This design comes from an exercise in tuning for small area and a short achievable clock period on the open sky130 flow, not from production work. Function was checked by simulation only, so behaviour that the tests miss may differ from the original. No activity file was given, so power comes from the tool's default toggle rates.

Setup of job 7082:
==> flow/design.v (excerpt) <==
module SCPU(
    clk, rst_n, in_valid, instruction, MEM_out,
    busy, out_valid,
    out0, out1, out2, out3, out4, out5, out6, out7,
    out8, out9, out10, out11, out12, out13, out14, out15,
    WEN, ADDR, MEM_in
);
export LEC_CHECK = 0
export ABC_AREA = 1
export CAP_MARGIN = 20
export CORE_MARGIN = 2
export CORE_UTILIZATION = 40
export CTS_CLUSTER_DIAMETER = 100
export CTS_CLUSTER_SIZE = 16
export SETUP_SLACK_MARGIN = 4.0
export SLEW_MARGIN = 20
create_clock -name core_clock -period 6.8 [get_ports {clk}]
standard.sh (not shown) runs the stock make flow with config.mk's settings and CLKGATE_MAP_FILE= SYNTH_SCRIPT=/design/flow/synth_recipe.tcl, a recipe that flattens the netlist after the stock synthesis.
==> flow/flow/run.sh <==
#!/bin/bash
# The standard layout (standard.sh, standard synthesis included), except that
# the input and output ports are buffered with plain buffers (buf_1) instead of
# the delay cells buffer_ports picks by default. The make output goes to
# standard.log; ORFS keeps each tool's own log under orfs/logs/.
set -euo pipefail
export BUFFER_PORTS_ARGS="-buffer_cell sky130_fd_sc_hd__buf_1"
bash standard.sh > standard.log 2>&1
Modified inputs, job 5096 compared to job 7082
-- flow/config.mk --
<<< job 7082, line 12
export CTS_CLUSTER_DIAMETER = 100
export CTS_CLUSTER_SIZE = 16
export SETUP_SLACK_MARGIN = 4.0
export SLEW_MARGIN = 20
>>> job 5096, line 12
export CTS_CLUSTER_DIAMETER = 100
export CTS_CLUSTER_SIZE = 16
export PLACE_DENSITY = 0.45
export SETUP_SLACK_MARGIN = 4.1
export SLEW_MARGIN = 20
### Flow results
Aggregate routed wire length in job 5096 is about 12% above job 7082.
Job 5096 vs job 7082 — critical path depth rose 8.
Diff job 7082 -> job 5096 | clock skew | increase of 14 ps
Input-level comparison between job 7734 and job 5096:
-- flow/config.mk --
<<< job 5096, line 12
export CTS_CLUSTER_DIAMETER = 100
export CTS_CLUSTER_SIZE = 16
export PLACE_DENSITY = 0.45
export SETUP_SLACK_MARGIN = 4.1
export SLEW_MARGIN = 20
>>> job 7734, line 12
export CTS_CLUSTER_DIAMETER = 100
export CTS_CLUSTER_SIZE = 16
export PLACE_DENSITY = 0.8
export SETUP_SLACK_MARGIN = 4.1
export SLEW_MARGIN = 20
## What came out
Diff job 5096 and job 7734: number of search-and-repair iterations in the first detailed-routing pass lower in job 5096
Run comparison: job 5096 library cell contributing the largest single delay on the critical path xor2_1; job 7734 library cell contributing the largest single delay on the critical path fa_1
Core utilization: job 7734 lower than job 5096
Summary of the comparison: time the worst path needs with I/O delays and setup is higher in job 7734, relative to job 5096.
Data arrival at the endpoint of the critical path delta for job 7734 relative to job 5096: 150 ps higher
NOTE placed instance area job 5096->job 7734 decreased slightly
The timing startpoint of the critical path comes out btwo3[5] in one run and bone3[6] in the other, namely in job 5096 and job 7734 respectively.
Row last weighted congestion value of the routability-driven placer: job 7734 higher / job 5096 lower
Proportion of cell area occupied by registers: higher on job 7734
Lower clock share of power among job 5096 and job 7734: job 7734
Edits applied to the flow inputs when going from job 7734 to job 1170:
-- flow/config.mk --
<<< job 7734, line 12
export CTS_CLUSTER_DIAMETER = 100
export CTS_CLUSTER_SIZE = 16
export PLACE_DENSITY = 0.8
export SETUP_SLACK_MARGIN = 4.1
export SLEW_MARGIN = 20
>>> job 1170, line 12
export CTS_CLUSTER_DIAMETER = 100
export CTS_CLUSTER_SIZE = 16
export SETUP_SLACK_MARGIN = 4.1
export SLEW_MARGIN = 20
Taking job 7734 as the reference, in job 1170 final instance area rose 0.32%; vias after detailed routing fell 1153. From job 7734 to job 1170 the numbers moved as follows: total cell area at the placement stage held steady; count of clock-buffer cells in the layout grew by 4; power density over the cells shrank by 2.0%; number of design-rule violations left by the first detailed-router iteration shrank by 28%. A highest metal layer used by the detailed router of met4 is what job 1170 shows, while met5 belongs to job 7734. Worst ir drop on vdd was lower in job 1170 than in job 7734. Of the two values seen for category of the critical setup timing path, register to register was produced by job 7734 and register to primary output by job 1170. Diff job 7734 -> job 1170: sequential power went down about 2%, post-synthesis to final-layout area growth grew by 0.37 points, utilization has remained practically unchanged, cell count closely matched the old numbers.

==> static timing again, ports no longer ideal <==
Ports are ideal in the flow. The routed layouts listed here were re-timed in OpenROAD. Step 1: set_driving_cell puts a clkbuf_16 on clk and a buf_2 on each other input, an assumption about the parent block. Step 2, shift: input delay + t, output delay - t, t = (earliest + latest rising clock arrival at the registers) / 2. This alone moves slack from input paths to output paths. a / b / c = no drivers / after step 1 / after step 2; a / b = the first two.
run | t, ns | setup slack, ns | worst register clock-pin slew, ns
job 7082 | 0.673 | 3.993 / 3.920 / 4.033 | 0.08 / 0.08
job 5096 | 0.680 | 4.057 / 4.033 / 4.057 | 0.09 / 0.09
job 7734 | 0.664 | 3.921 / 3.921 / 3.831 | 0.08 / 0.08
job 1170 | 0.674 | 4.059 / 3.985 / 3.772 | 0.09 / 0.09
After both steps every run listed still meets setup and hold. For job 1170, which loses most, drivers alone change the setup slack by -0.074 ns; drivers and shift together by -0.287 ns. Setup slack includes reset recovery checks.
